This is an optimization exercise on Yosys and OpenROAD, whose aim is small area, a short achievable clock period and few clock cycles, not a production implementation.
The RTL was checked by simulation tests, not by an equivalence proof against the original design.
Power figures rest on the tool's default switching activity, not on a simulated workload.

<file path="design/flow/config.mk">
export PLATFORM = sky130hd
export DESIGN_NAME = riscv_final
export DESIGN_NICKNAME = riscv_final
export VERILOG_FILES = /design/flow/design.v
export SDC_FILE = /design/flow/constraint.sdc
export NUM_CORES = 4
export LEC_CHECK = 0
export CAP_MARGIN = 20
export CORE_MARGIN = 2
export CORE_UTILIZATION = 40
export SLEW_MARGIN = 20
</file>
<file path="design/flow/constraint.sdc">
create_clock -name core_clock -period 10.0 [get_ports {clk}]
set_input_delay 2.0000 -clock core_clock [delete_from_list [all_inputs] [get_ports {clk}]]
set_output_delay 2.0000 -clock core_clock [all_outputs]
set_load 0.01 [all_outputs]
</file>
<file path="design/flow/design.v">
package riscv_core_p;
    localparam RISCV_XLEN = 32;
    localparam RISCV_FLEN = 32;
    localparam RISCV_REG_NUM = 32;
    localparam RISCV_INSTR_LEN = 32;
    localparam RISCV_CSR_LEN = 32;
    localparam RISCV_CSR_NUM = 4096;
    localparam IMMEDIATE_LEN = 12;
    localparam FUNC3_LEN = 3;
    localparam FUNC7_LEN = 7;
    localparam REGAD_LEN = 5;
    localparam OPCODE_LEN = 7;
    localparam ZERO = 0;
    localparam NEXT_INST = 4;
    localparam BIT_0 = 0;
    localparam BIT_1 = 1;
    localparam BIT_2 = 2;
    localparam BIT_3 = 3;
    localparam BIT_4 = 4;
    localparam BIT_5 = 5;
    localparam BIT_6 = 6;
    localparam BIT_7 = 7;
    localparam BIT_8 = 8;
    localparam BIT_9 = 9;
    localparam BIT_10 = 10;
    localparam BIT_11 = 11;
    localparam BIT_12 = 12;
    localparam BIT_13 = 13;
    localparam BIT_14 = 14;
    localparam BIT_15 = 15;
    localparam BIT_16 = 16;
    localparam BIT_17 = 17;
    localparam BIT_18 = 18;
    localparam BIT_19 = 19;
    localparam BIT_20 = 20;
    localparam BIT_30 = 30;
    localparam BIT_31 = 31;
    localparam FUNCT3_ADD=3'b000;
    localparam FUNCT3_SUB=3'b000;
    localparam FUNCT3_SLL=3'b001;
    localparam FUNCT3_SLT=3'b010;
    localparam FUNCT3_SLTU=3'b011;
    localparam FUNCT3_XOR=3'b100;
    localparam FUNCT3_SRL=3'b101;
    localparam FUNCT3_SRA=3'b101;
    localparam FUNCT3_OR=3'b110;
    localparam FUNCT3_AND=3'b111;
    localparam FUNCT3_BEQ=3'b000;
    localparam FUNCT3_BNE=3'b001;
    localparam FUNCT3_BLT=3'b100;
    localparam FUNCT3_BGE=3'b101;
    localparam FUNCT3_BLTU=3'b110;
    localparam FUNCT3_BGEU=3'b111;
    localparam FUNCT3_B=3'b000;
    localparam FUNCT3_H=3'b001;
    localparam FUNCT3_W=3'b010;
    localparam FUNCT3_D=3'b011;
    localparam FUNCT3_BU=3'b100;
    localparam FUNCT3_HU=3'b101;
    localparam NOP_INSTRUCTION = 32'h00000013;  
    typedef enum logic[11:0] {
        CSR_FFLAGS=12'h001,
        CSR_FRM=12'h002,
        CSR_FCSR=12'h003,
        CSR_CYCLE=12'hc00,
        CSR_TIME=12'hc01,
        CSR_INSTRET=12'hc02,
        CSR_CYCLEH=12'hc80,
        CSR_TIMEH=12'hc81,
        CSR_INSTRETH=12'hc82
    } CSRAddress;
    typedef enum logic[3:0] { 
        ALU_AND=4'b0000, 
        ALU_OR=4'b0001, 
        ALU_ADD=4'b0010,
        ALU_SUB=4'b0110, 
        ALU_SLT=4'b0111,
        ALU_SLTU=4'b1000,
        ALU_SLL=4'b1001,
        ALU_SRL=4'b1011,
        ALU_XOR=4'b1100,
        ALU_SRA=4'b1101
    } ALUOp;
    typedef enum logic[6:0] { 
        LUI = 7'b0110111,
        JAL = 7'b1101111,
        JALR = 7'b1100111,
        AUIPC = 7'b0010111,
        IMM = 7'b0010011,
        BRANCH = 7'b1100011,
        OP = 7'b0110011,
        S = 7'b0100011,
        L = 7'b0000011,
        FENCE = 7'b0001111,
        SYSTEM = 7'b1110011
    } OpCode;
    typedef enum logic[6:0] { 
        PRIMARY=7'b0000000
    } Funct7;
    typedef struct packed {
        logic [IMMEDIATE_LEN - 1:0] imm;
        logic [REGAD_LEN - 1:0] rs1;
        logic[FUNC3_LEN - 1:0] funct3;
        logic [REGAD_LEN - 1:0] rd;
        OpCode opcode;
    } ImmInstruction;
    typedef struct packed {
        Funct7 funct7;
        logic [REGAD_LEN - 1:0] rs2;
        logic [REGAD_LEN - 1:0] rs1;
        logic[FUNC3_LEN - 1:0] funct3;
        logic [REGAD_LEN - 1:0] rd;
        OpCode opcode;
    } RegInstruction;
    typedef struct packed {
        logic imm12;
        logic[BIT_10:BIT_5] imm10_5;
        logic[REGAD_LEN - 1:0] rs2;
        logic[REGAD_LEN - 1:0] rs1;
        logic[FUNC3_LEN - 1:0] funct3;
        logic[BIT_4:BIT_1] imm4_1;
        logic imm11;
        OpCode opcode;
    } BranchInstruction;
    typedef struct packed {
        logic[BIT_11:BIT_5] imm11_5;
        logic[REGAD_LEN - 1:0] rs2;
        logic[REGAD_LEN - 1:0] rs1;
        logic[FUNC3_LEN - 1:0] funct3;
        logic[BIT_4:0] imm4_0;
        OpCode opcode;
    } SInstruction;
    typedef struct packed {
        logic[BIT_31:BIT_12] imm31_12;
        logic[REGAD_LEN - 1:0] rd;
        OpCode opcode;
    } UInstruction;
    typedef struct packed {
        logic imm20;
        logic [BIT_10:BIT_1] imm10_1;
        logic imm11;
        logic [BIT_19:BIT_12] imm19_12;
        logic [REGAD_LEN - 1:0] rd;
        OpCode opcode;
    } JInstruction;
    typedef union packed {
        SInstruction store;
        BranchInstruction branch;
        RegInstruction register;
        ImmInstruction imm;
        UInstruction u;
        JInstruction j;
    } Instruction;
endpackage
`timescale 1ns / 100ps
import riscv_core_p::*;
module riscv_final 
#(
    parameter INITIAL_PC = 32'h00400000,
    parameter XLEN = 32
) (
    input wire logic clk,
    input wire logic rst,
    input wire logic[XLEN - 1:0] dReadData,
    input wire logic[RISCV_INSTR_LEN - 1:0] instruction,
    output logic MemRead,
    output logic MemWrite,
    output logic[XLEN - 1:0] PC,
    output logic iMemRead,
    output logic[XLEN - 1:0] dAddress,
    output logic[XLEN - 1:0] dWriteData
);
    logic[XLEN - 1:0] ALUResult, WriteBackData;
    riscv_core_p::Instruction id_instruction;
    riscv_core_p::ALUOp id_ALUCtrl;
    logic[XLEN - 1:0] id_PC, id_immediate, ex_rs1, ex_rs2;
    logic id_ALUSrc, id_MemWrite, id_MemRead, id_Branch, id_RegWrite, id_MemtoReg;
    logic[XLEN - 1:0] id_registerFile[RISCV_REG_NUM-1:0];
    riscv_core_p::Instruction ex_instruction;
    logic[XLEN - 1:0] ex_PC, ex_immediate, ex_aluOp1, ex_aluOp2, ex_aluResult, ex_branchAddress, ex_fpuResult, ex_PC_target, ex_dWriteData;
    logic ex_ALUSrc, ex_MemWrite, ex_MemRead, ex_Branch, ex_RegWrite, ex_MemtoReg, ex_Zero, ex_less_than, ex_less_than_unsigned;
    riscv_core_p::ALUOp ex_ALUCtrl;
    riscv_core_p::Instruction mem_instruction;
    logic[XLEN - 1:0] mem_aluResult, mem_branchAddress, mem_rs2, mem_PC, mem_PC_target, mem_dWriteData;
    logic mem_MemWrite, mem_MemRead, mem_Branch, mem_RegWrite, mem_MemtoReg, mem_Zero, mem_PCSrc, mem_less_than, mem_less_than_unsigned;
    logic[XLEN - 1:0] wb_RegWriteData, wb_aluResult, wb_PC, wb_PC_target;
    logic wb_MemToReg, wb_RegWrite;
    riscv_core_p::Instruction wb_instruction;
    logic load_use_condition, load_use, insert_ex_bubble, wb_branch_taken, insert_mem_bubble, 
          mem_branch_taken, mem_jump, wb_jump;
	logic [1:0] forwardA, forwardB;
    logic[XLEN - 1:0] if_PC;
    logic id_valid;
    assign PC = if_PC;
    assign iMemRead = !load_use;
    always@(posedge clk) begin
        if (rst) begin
            if_PC <= INITIAL_PC;
            id_PC <= 0;
            id_valid <= 0;
        end else begin
            if (iMemRead) begin
                id_valid <= 1;
                if (mem_jump)
                    if_PC <= mem_branchAddress;
                else
                    if_PC <= PC + 4;
                id_PC <= if_PC;
            end
        end
    end
    assign id_instruction = instruction;
    assign insert_ex_bubble = load_use || mem_jump || wb_jump || !id_valid;
    always_comb begin
        case(id_instruction.register.opcode)
            OP, IMM: begin
                case(id_instruction.register.funct3)
                    FUNCT3_ADD: id_ALUCtrl = (id_instruction.register.opcode == IMM) ? ALU_ADD : id_instruction.register.funct7 == PRIMARY ? ALU_ADD : ALU_SUB;
                    FUNCT3_SLT: id_ALUCtrl = ALU_SLT;
                    FUNCT3_XOR: id_ALUCtrl = ALU_XOR;
                    FUNCT3_OR: id_ALUCtrl = ALU_OR;
                    FUNCT3_AND: id_ALUCtrl = ALU_AND;
                    FUNCT3_SLL: id_ALUCtrl = ALU_SLL;
                    FUNCT3_SLTU: id_ALUCtrl = ALU_SLTU;
                    FUNCT3_SRL: id_ALUCtrl = (id_instruction.register.funct7 == PRIMARY) ? ALU_SRL : ALU_SRA;
                    default: id_ALUCtrl = ALU_AND;
                endcase
                id_Branch = 0;
                id_ALUSrc = id_instruction.register.opcode == IMM && id_instruction.register.funct3 != FUNCT3_SRL && id_instruction.register.funct3 != FUNCT3_SLL && id_instruction.register.funct3 != FUNCT3_SRA;
                id_MemtoReg = 0;
                id_RegWrite = 1;
                id_MemRead = 0;
                id_MemWrite = 0;
            end
            BRANCH: begin
                case(id_instruction.branch.funct3)
                    FUNCT3_BEQ: id_ALUCtrl = ALU_SUB;
                    FUNCT3_BNE: id_ALUCtrl = ALU_SUB;
                    FUNCT3_BLT: id_ALUCtrl = ALU_SUB;
                    FUNCT3_BLTU: id_ALUCtrl = ALU_SUB;
                    FUNCT3_BGE: id_ALUCtrl = ALU_SUB;
                    FUNCT3_BGEU: id_ALUCtrl = ALU_SUB;
                    default: id_ALUCtrl = ALU_ADD;
                endcase
                id_Branch = 1;
                id_ALUSrc = 0;
                id_MemtoReg = 0;
                id_RegWrite = 0;
                id_MemRead = 0;
                id_MemWrite = 0;
            end
            L: begin
                id_ALUCtrl = ALU_ADD;
                id_Branch = 0;
                id_ALUSrc = 1;
                id_MemtoReg = 1;
                id_RegWrite = 1;
                id_MemRead = 1;
                id_MemWrite = 0;
            end
            S: begin
                id_ALUCtrl = ALU_ADD;
                id_Branch = 0;
                id_ALUSrc = 1;
                id_MemtoReg = 0;
                id_RegWrite = 0;
                id_MemRead = 0;
                id_MemWrite = 1;
            end
            LUI: begin
                id_ALUCtrl = ALU_ADD;
                id_Branch = 0;
                id_ALUSrc = 1;
                id_MemtoReg = 0;
                id_RegWrite = 1;
                id_MemRead = 0;
                id_MemWrite = 0;
            end
            JAL: begin
                id_ALUCtrl = ALU_ADD;
                id_Branch = 0;
                id_ALUSrc = 1;
                id_MemtoReg = 0;
                id_RegWrite = 1;
                id_MemRead = 0;
                id_MemWrite = 0;
            end
            JALR: begin
                id_ALUCtrl = ALU_ADD;
                id_Branch = 0;
                id_ALUSrc = 1;
                id_MemtoReg = 0;
                id_RegWrite = 1;
                id_MemRead = 0;
                id_MemWrite = 0;
            end
            default: begin
                id_ALUCtrl = ALU_ADD;
                id_ALUSrc = 0;
                id_Branch = 0;
                id_MemtoReg = 0;
                id_RegWrite = 0;
                id_MemRead = 0;
                id_MemWrite = 0;
            end     
        endcase
    end
    always_ff@(posedge clk) begin
        if (rst) begin
            for (int i = 0; i < 32; i=i+1)
                id_registerFile[i] <= 0;
            ex_rs1 <= 0;
            ex_rs2 <= 0;
        end else begin
            ex_rs1 <= id_registerFile[id_instruction.register.opcode == LUI ? 5'b0 : id_instruction.register.rs1];
            ex_rs2 <= id_registerFile[id_instruction.register.rs2];
            if (wb_RegWrite && wb_instruction.register.rd != ZERO) begin
                id_registerFile[wb_instruction.register.rd] <= WriteBackData;
                if (id_instruction.register.rs1 == wb_instruction.register.rd)
                    ex_rs1 <= WriteBackData;
                if (id_instruction.register.rs2 == wb_instruction.register.rd)
                    ex_rs2 <= WriteBackData;
            end
        end
    end
    always_comb begin
        case(id_instruction.imm.opcode)
            riscv_core_p::BRANCH: id_immediate = {
                {XLEN - riscv_core_p::REGAD_LEN {id_instruction.branch.imm12}}, 
                id_instruction.branch.imm12,
                id_instruction.branch.imm11,
                id_instruction.branch.imm10_5,
                id_instruction.branch.imm4_1,
                1'b0
            };
            riscv_core_p::S: id_immediate = {
                {XLEN - riscv_core_p::REGAD_LEN {id_instruction.store.imm11_5[BIT_11]}}, 
                id_instruction.store.imm11_5, 
                id_instruction.store.imm4_0
            };
            riscv_core_p::LUI: id_immediate = {
                id_instruction.u.imm31_12,
                {12 {1'b0}}
            };
            riscv_core_p::JAL: id_immediate = {
                {XLEN - riscv_core_p::REGAD_LEN {id_instruction.j.imm20}},
                id_instruction.j.imm20,
                id_instruction.j.imm19_12,
                id_instruction.j.imm11,
                id_instruction.j.imm10_1,
                1'b0
            };
            riscv_core_p::JALR: id_immediate = {
                {XLEN - riscv_core_p::REGAD_LEN {id_instruction.imm.imm[BIT_11]}}, 
                id_instruction.imm.imm
            };
            default: id_immediate = {
                {XLEN - riscv_core_p::REGAD_LEN {id_instruction.imm.imm[BIT_11]}}, 
                id_instruction.imm.imm
            };
        endcase
    end
    assign ex_Zero = ex_aluResult == ZERO;
    assign ex_less_than = ($signed(ex_aluOp1) < $signed(ex_aluOp2));
    assign ex_less_than_unsigned = ex_aluOp1 < ex_aluOp2;
    assign ALUResult = ex_aluResult;
    assign ex_branchAddress = (ex_instruction.imm.opcode == riscv_core_p::JAL) ? ex_PC + ex_immediate : (ex_instruction.imm.opcode == riscv_core_p::JALR) ? ((ex_aluOp1 + ex_immediate) & ~32'd1) : ex_immediate + ex_PC;
    assign load_use_condition =	(ex_instruction.imm.opcode == riscv_core_p::L) &&   
						((ex_instruction.register.rd == id_instruction.register.rs1) ||  
						 (ex_instruction.register.rd == id_instruction.register.rs2));   
	assign load_use = load_use_condition && !mem_jump;
    assign ex_PC_target = (ex_instruction.imm.opcode == riscv_core_p::JAL || ex_instruction.imm.opcode == riscv_core_p::JALR) ? ex_PC + NEXT_INST : 0;
    always@(posedge clk) begin
        if(rst) begin
            ex_ALUCtrl <= ALU_AND;
            ex_ALUSrc <= 0;
            ex_MemWrite <= 0;
            ex_MemRead <= 0;
            ex_Branch <= 0;
            ex_RegWrite <= 0;
            ex_MemtoReg <= 0;
            ex_immediate <= 0;
        end else begin
            ex_ALUCtrl <= id_ALUCtrl;
            ex_ALUSrc <= id_ALUSrc;
            ex_MemWrite <= id_MemWrite;
            ex_MemRead <= id_MemRead;
            ex_Branch <= id_Branch;
            ex_RegWrite <= id_RegWrite;
            ex_MemtoReg <= id_MemtoReg;
            ex_immediate <= id_immediate;
        end
    end
    always@(posedge clk) begin
		if (rst) begin
			ex_instruction <= NOP_INSTRUCTION;
			ex_PC <= 0;
		end
		else if (insert_ex_bubble) begin
			ex_instruction <= NOP_INSTRUCTION;
			ex_PC <= 0;
		end
		else begin
			ex_instruction <= id_instruction;
			ex_PC <= id_PC;
		end
	end
    always_comb begin
        forwardA = 0;
        if (ex_instruction.imm.opcode == riscv_core_p::LUI)
            ex_aluOp1 = ZERO;
        else if (mem_RegWrite && mem_instruction.imm.rd != 0 && mem_instruction.imm.rd == ex_instruction.register.rs1) begin
            ex_aluOp1 = mem_aluResult;
            forwardA = 1;
        end else if (wb_RegWrite && wb_instruction.imm.rd != 0 && wb_instruction.imm.rd == ex_instruction.register.rs1) begin
            ex_aluOp1 = wb_RegWriteData;
            forwardA = 2;
        end else
            ex_aluOp1 = ex_rs1;
        forwardB = 0;
        if (ex_instruction.imm.opcode == riscv_core_p::IMM || ex_instruction.imm.opcode == riscv_core_p::L || ex_instruction.imm.opcode == riscv_core_p::LUI)
            ex_aluOp2 = ex_immediate;
        else if (mem_RegWrite && mem_instruction.imm.rd != 0 && mem_instruction.imm.rd == ex_instruction.register.rs2) begin
            ex_aluOp2 = mem_aluResult;
            forwardB = 1;
        end else if (wb_RegWrite && wb_instruction.imm.rd != 0 && wb_instruction.imm.rd == ex_instruction.register.rs2) begin
            ex_aluOp2 = wb_RegWriteData;
            forwardB = 2;
        end else
            ex_aluOp2 = ex_rs2;
        ex_dWriteData = ex_aluOp2;
        if (ex_instruction.imm.opcode == riscv_core_p::S) begin
			ex_dWriteData = ex_aluOp2;	 
			ex_aluOp2 = ex_immediate;    
		end
        case(ex_ALUCtrl)
            ALU_ADD: ex_aluResult = ex_aluOp1 + ex_aluOp2;
            ALU_SUB: ex_aluResult = ex_aluOp1 - ex_aluOp2;
            ALU_OR: ex_aluResult = ex_aluOp1 | ex_aluOp2;
            ALU_XOR: ex_aluResult = ex_aluOp1 ^ ex_aluOp2;
            ALU_AND: ex_aluResult = ex_aluOp1 & ex_aluOp2;
            ALU_SLT: ex_aluResult = $signed(ex_aluOp1) < $signed(ex_aluOp2);
            ALU_SLTU: ex_aluResult = ex_aluOp1 < ex_aluOp2;
            ALU_SLL: ex_aluResult = ex_aluOp1 << ex_aluOp2[4:0];
            ALU_SRL: ex_aluResult = ex_aluOp1 >> ex_aluOp2[4:0];
            ALU_SRA: ex_aluResult = $signed(ex_aluOp1) >>> ex_aluOp2[4:0];
            default: ex_aluResult = ZERO;
        endcase
    end
    always_comb begin
        if (mem_Branch)
            case(mem_instruction.branch.funct3)
                FUNCT3_BEQ: mem_PCSrc = mem_Zero;
                FUNCT3_BNE: mem_PCSrc = ~mem_Zero;
                FUNCT3_BLT: mem_PCSrc = mem_aluResult[0];
                FUNCT3_BLTU: mem_PCSrc = mem_aluResult[0];
                FUNCT3_BGE: mem_PCSrc = ~mem_aluResult[0] & mem_Zero;
                FUNCT3_BGEU: mem_PCSrc = ~mem_aluResult[0] & mem_Zero;
                default: mem_PCSrc = 0;
            endcase
        else 
            mem_PCSrc = 0;
    end
    assign dAddress = mem_aluResult;
    assign dWriteData = mem_dWriteData;
    assign MemWrite = mem_MemWrite;
    assign MemRead = (mem_instruction.imm.opcode == riscv_core_p::L);
    always_comb
	begin
		mem_branch_taken = 0;   
		if (mem_instruction.imm.opcode == riscv_core_p::BRANCH)
			case (mem_instruction.branch.funct3)
				riscv_core_p::FUNCT3_BEQ: mem_branch_taken = (mem_aluResult == 0);
				riscv_core_p::FUNCT3_BNE: mem_branch_taken = (mem_aluResult != 0);
				riscv_core_p::FUNCT3_BGE: mem_branch_taken = !mem_less_than;
				riscv_core_p::FUNCT3_BLT: mem_branch_taken = mem_less_than;
				riscv_core_p::FUNCT3_BGEU: mem_branch_taken = !mem_less_than_unsigned;
				riscv_core_p::FUNCT3_BLTU: mem_branch_taken = mem_less_than_unsigned;
			endcase
	end
    assign mem_MemWrite = (mem_instruction.imm.opcode == riscv_core_p::S);
    assign mem_jump = (mem_branch_taken || mem_instruction.imm.opcode == riscv_core_p::JAL || mem_instruction.imm.opcode == riscv_core_p::JALR);
    assign insert_mem_bubble = mem_jump;
    always@(posedge clk) begin
        if(rst) begin
            mem_MemRead <= 0;
            mem_Branch <= 0;
            mem_RegWrite <= 0;
            mem_MemtoReg <= 0;
            mem_instruction <= NOP_INSTRUCTION;
            mem_branchAddress <= 0;
            mem_Zero <= 0;
            mem_less_than <= 0;
            mem_less_than_unsigned <= 0;
            mem_aluResult <= 0;
            mem_rs2 <= 0;
            mem_dWriteData <= 0;
            mem_PC <= 0;
        end else if (insert_mem_bubble) begin
            mem_MemRead <= 0;
            mem_Branch <= 0;
            mem_RegWrite <= 0;
            mem_MemtoReg <= 0;
            mem_aluResult <= 0;
            mem_instruction <= NOP_INSTRUCTION;
            mem_branchAddress <= 0;
            mem_rs2 <= 0;
            mem_dWriteData <= 0;
            mem_Zero <= 0;
            mem_less_than <= 0;
            mem_less_than_unsigned <= 0;
            mem_PC <= 0;
            mem_PC_target <= 0;
        end else begin
            mem_MemRead <= ex_MemRead;
            mem_Branch <= ex_Branch;
            mem_RegWrite <= ex_RegWrite;
            mem_MemtoReg <= ex_MemtoReg;
            mem_instruction <= ex_instruction;
            mem_branchAddress <= ex_branchAddress;
            mem_instruction <= ex_instruction;
            mem_aluResult <= ex_aluResult;
            mem_dWriteData <= ex_dWriteData;
            mem_Zero <= ex_Zero;
            mem_less_than <= ex_less_than;
            mem_less_than_unsigned <= ex_less_than_unsigned;
            mem_rs2 <= ex_rs2;
            mem_PC <= ex_PC;
            mem_PC_target <= ex_PC_target;
        end
    end
    assign wb_RegWriteData = (wb_instruction.imm.opcode == riscv_core_p::L) ? dReadData : wb_aluResult;
    assign WriteBackData = (wb_instruction.imm.opcode == riscv_core_p::JAL || wb_instruction.imm.opcode == riscv_core_p::JALR) ? wb_PC_target : wb_RegWriteData;
    always_ff@(posedge clk)
        if (rst) begin
            wb_instruction <= 0;
            wb_MemToReg <= 0;
            wb_aluResult <= 0;
            wb_RegWrite <= 0;
            wb_branch_taken <= 0;
            wb_jump <= 0;
            wb_PC <= 0;
            wb_PC_target <= 0;
        end
        else begin
            wb_instruction <= mem_instruction;
            wb_MemToReg <= mem_MemtoReg;
            wb_aluResult <= mem_aluResult;
            wb_RegWrite <= mem_RegWrite;
            wb_branch_taken <= mem_branch_taken;
            wb_jump <= mem_jump;
            wb_PC <= mem_PC;
            wb_PC_target <= mem_PC_target;
        end
endmodule
</file>
<file path="design/flow/run.sh">
#!/bin/bash
# synth_recipe.tcl (not shown) runs the flow's synth.tcl, then flattens the netlist and writes it again
# the make line also repeats each setting of config.mk as NAME=value (left out here)
make -C /OpenROAD-flow-scripts/flow DESIGN_CONFIG=/design/flow/config.mk WORK_HOME=/design/flow/orfs CLKGATE_MAP_FILE= SYNTH_SCRIPT=/design/flow/synth_recipe.tcl finish
</file>
==> notes.md <==
state kept, by name, summed over array words and instances (netlist names):
signal                  count
wb_PC_target               32
ex_rs1                     32
wb_aluResult               32
mem_branchAddress          32
mem_RegWrite                1
ex_immediate               32
mem_dWriteData             32
wb_jump                     1
if_PC                      32
ex_PC                      32
wb_instruction             12
id_registerFile          1024
id_valid                    1
wb_RegWrite                 1
ex_rs2                     32
mem_PC_target              32
id_PC                      32
ex_instruction             25
ex_RegWrite                 1
ex_ALUCtrl                  4
mem_less_than_unsigned      1
mem_aluResult              32
mem_instruction            15
mem_less_than               1
cell usage after synthesis, drive strengths merged (66+ instances only):
| cell | number |
|---|---|
| ha | 163 |
| dfxtp | 415 |
| nor2b | 123 |
| inv | 125 |
| nand2 | 383 |
| a21o | 66 |
| nand3 | 71 |
| mux2i | 303 |
| mux2 | 82 |
| clkbuf | 543 |
| a211oi | 448 |
| and2 | 247 |
| nor2 | 1422 |
| a21oi | 465 |
| buf | 96 |
| mux4 | 450 |
| o21ai | 162 |
| edfxtp | 1056 |
| xnor2 | 124 |
worst max path at each step:
stage | cells after the start | from | to | slack [ps]
after floorplan | 19 | dReadData[2] | mem_aluResult[30] | 3550
after global placement | 19 | dReadData[0] | mem_aluResult[0] | 1940
after detailed placement | 19 | dReadData[0] | mem_aluResult[0] | 1950
after CTS | 12 | mem_aluResult[18] | iMemRead | 2480
after global routing | 19 | dReadData[0] | mem_aluResult[0] | 2360
final | 12 | mem_aluResult[18] | iMemRead | 2430
report_power, final:
group          total [W]  switching (W)  internal, W  leakage [nW]
sequential       0.00696       0.000194      0.00676          14.3
combinational    0.00281        0.00184     0.000962          15.4
clock            0.00612        0.00269      0.00343          2.59
metal layers:
metal  wire, um  vias up  global-route usage (%)
li1           -    27100                       -
met1     127000    32500                    41.1
met2     156000     4184                    51.1
met3      35200      936                    7.13
met4      26200        2                    21.5
met5         11        -                       0
worst reg2reg max path: cells and delay by family, from the launching register on:
family,cells,cell delay [ps]
DFF,1,310
adders and majority gates,2,640
AOI/OAI and AO/OA,10,4170
and+or+nand+nor,5,1580
buffers and inverters,2,140
muxes,1,380
area by class of cell:
cell class / count / area share (%)
Timing Repair Buffer: 401 / 3.91
Clock buffer: 218 / 4.89
Sequential cell: 1471 / 43.5
Clock inverter: 91 / 0.987
Multi-Input combinational cell: 5151 / 42.4
Inverter: 127 / 0.525
Antenna cell: 31 / 0.0844
Tap cell: 2672 / 3.64
metrics by stage:
step	hold WS (ps)	utilization, %	worst slack, ps	area (sq um)	instances
3_5_place_dp	414	42.8	1950	86400	9821
5_1_grt	447	45.5	2360	91900	10200
3_3_place_gp	416	42.7	1940	86300	9817
6_report	428	45.5	2430	91900	10200
2_1_floorplan	406	-	3550	81500	7388
4_1_cts	429	45.4	2480	91800	10100
kinds of logic after synthesis:
group	after synthesis	synth area share (%)
AND/OR/NAND/NOR	2467	13.3
AO/OA/AOI/OAI	1472	12.0
flip-flops	1471	49.2
multiplexers	835	17.3
buffers and inverters	766	3.65
XOR/XNOR	178	1.92
adder cells (fa/ha/maj)	167	2.61
other	1	0.00461
==> run_results.csv <==
group,metric,value,unit
timing,setup_tns,0,ps
timing,finalCritPeriodShare,75.7,%
floorplanning,boundaryPins,165,
placement,place.detailed.hpwl,228,mm
clock_tree,tritoncts_clock_tree,"done",
timing,number_of_hold_violations_in_the_final_report,0,
setup_path,critical_path.reg2reg.startpoint,"wb_instruction[2]",
power,power.total,0.0159,W
power,leakagePower,32.3,nW
placement,buffer_ports.inserted,164,
worst_hold_path,min_from,"ex_RegWrite",
clock_tree,clock_path_buffers,3,
floorplanning,starting_density_of_the_core,40.3,%
finish,layout.cells.most_common,"sky130_fd_sc_hd__nor2_1",
finish,most-common-layout-cells,"sky130_fd_sc_hd__nor2_1 (1,417), sky130_fd_sc_hd__edfxtp_1 (1,056), sky130_fd_sc_hd__a21oi_1 (458), sky130_fd_sc_hd__mux4_2 (450), sky130_fd_sc_hd__a211oi_1 (445)",
clock_tree,number_of_cells_upsized_or_downsized_after_cts,0,
global_routing,grt.overflow.total,0,
finish,drive_gt1_share,16.0,%
routing,routed_wl,345,mm
timing,finalClockSkew,61.8,ps
clock_tree,cts_made_buffers,165,
setup_path,slowest_stage,"sky130_fd_sc_hd__nor4_1",
power,power-per-cell-area,173,mW/mm^2
yosys,synth_cells,7357,
clock_tree,cts_root_buffer,"sky130_fd_sc_hd__clkbuf_16",
timing,max_freq,132,MHz
yosys,synth.yosys.seq_area_share,49.2,%
global_routing,grt_antenna_before_repair,18,
setup_path,crit_type,"flip-flop to output port",
finish,area_of_combinational_cells_with_multiple_inputs,0.0390,sq mm
global_routing,track_usage,32.8,%
setup_path,max_stage_delay,780,ps
setup_path,timing.critical_path.fanout_max,34,
clock_tree,worst_setup_hold_path_clk_slew,60,ps
setup_path,critical_path_required,8000,ps
yosys,synth_cell_types,101,
clock_tree,clock_insertion_delay_worst_skew,850,ps
clock_tree,post_cts_buffers,0,
clock_tree,hold_buffers,0,
setup_path,critical_path_buf_inv_count,4,
routing,route.detailed.vias_per_inst,6.37,
yosys,mean_instance_size_in_the_synthesized_netlist,11.1,sq um
placement,gpl.final_weighted_congestion,1.02,
setup_path,critPathArrivalTime,5570,ps
timing,worstMarginPinSlew,1200,ps
yosys,ys_seq_elements,1471,
finish,register_area,0.0400,sq mm
finish,syn2layout_area_growth,13.0,%
timing,slew-limit-headroom,18.8,%
yosys,synth_ff_type,"sky130_fd_sc_hd__edfxtp_1",
status,result_of_the_run,"complete, no violations",
setup_path,critPathLaunchType,"flip-flop",
floorplanning,width_of_the_chip,455,um
routing,drt-wirelength-per-cell,34.0,um
global_routing,grt_first_pass_wirelength,479,mm
setup_path,r2r_slack,2710,ps
yosys,synth.cell_area,0.0814,sq mm
timing,timing.final.setup_violations,0,
setup_path,rr_endpoint,"mem_aluResult[0]",
timing,finalWorstPathRequiredPeriod,7570,ps
routing,total_iterations_of_the_first_detailed_routing_run,9,
setup_path,family_with_the_most_delay_on_the_worst_path,"simple AND/OR/NAND/NOR gates",
timing,final_max_slew_viol_count,0,
finish,final_net_count,7550,
setup_path,reg2reg_depth,20,
global_routing,pin_count_of_the_biggest_net_entering_global_routing,103,
worst_hold_path,worstHoldPathType,"flip-flop to flip-flop",
finish,nFillCells,18700,
routing,drt_first_iter_violations,8646,
yosys,yosysWarningCount,1,
floorplanning,core_region_area,0.202,sq mm
setup_path,crit_path_end_kind,"output port",
timing,setup_repair_after_global_routing_missed_its_margin,"false",
routing,route.vias.total,64700,
yosys,postSynth.asyncResetShare,0,%
run,cap_violations,0,
power,worst_ir_drop_vdd,196,uV
global_routing,first_global_vias,63000,
routing,drc_errors,0,
floorplanning,die-area,0.207,sq mm
worst_hold_path,min_path_cells,1,
clock_tree,numClockSinks,1471,
yosys,ys_top_cells_by_area,"sky130_fd_sc_hd__edfxtp_1 (39%), sky130_fd_sc_hd__mux4_2 (12%), sky130_fd_sc_hd__dfxtp_1 (10%)",
setup_path,crit_top_cell,"sky130_fd_sc_hd__buf_4",
setup_path,crit_chain,"nor4_1, nand4_1, o31ai_1, mux2i_1, a21oi_1, nor2_1, nor3_2, nor2_2, buf_4, clkinv_1, buf_4, clkdlybuf4s50_1",
yosys,synth_top_area_cell,"sky130_fd_sc_hd__edfxtp_1",
clock_tree,clock_tree.htree_level_count,4,
yosys,synth_enable_flop_cells,1056,
floorplanning,die_h,455,um
yosys,synth_top_area_share,39.0,%
routing,antenna_violating_nets_post_route,0,
floorplanning,placementRows,165,
worst_hold_path,hold_end,"mem_RegWrite",
Testbench counts, summed over its fixed seeds: cycles 27,595.

port drivers added, routing unchanged:
How much do the figures lean on ideal ports? The routed layout below was timed once more, with nothing changed but the port constraints.
Step 1 assumes that a clkbuf_16 drives the clock port and a buf_2 every other input.
Step 2 adds t to the input delays and takes it off the output delays; t is the mean of the earliest and latest rising clock arrival at the registers after step 1. Input paths then give back, and output paths get back, about the clock's delay inside the block.
Slacks: ideal ports / drivers / drivers and shift; pairs: ideal ports / drivers.
shift t [ns]: 0.910
setup WS [ns]: 2.428 / 2.341 / 1.736
worst setup path after step 2: input to register
clock arrival spread, ns: 0.062 / 0.063
After both steps this run still meets setup and hold. For this run, drivers alone change the setup slack by -0.087 ns; drivers and shift together by -0.692 ns.
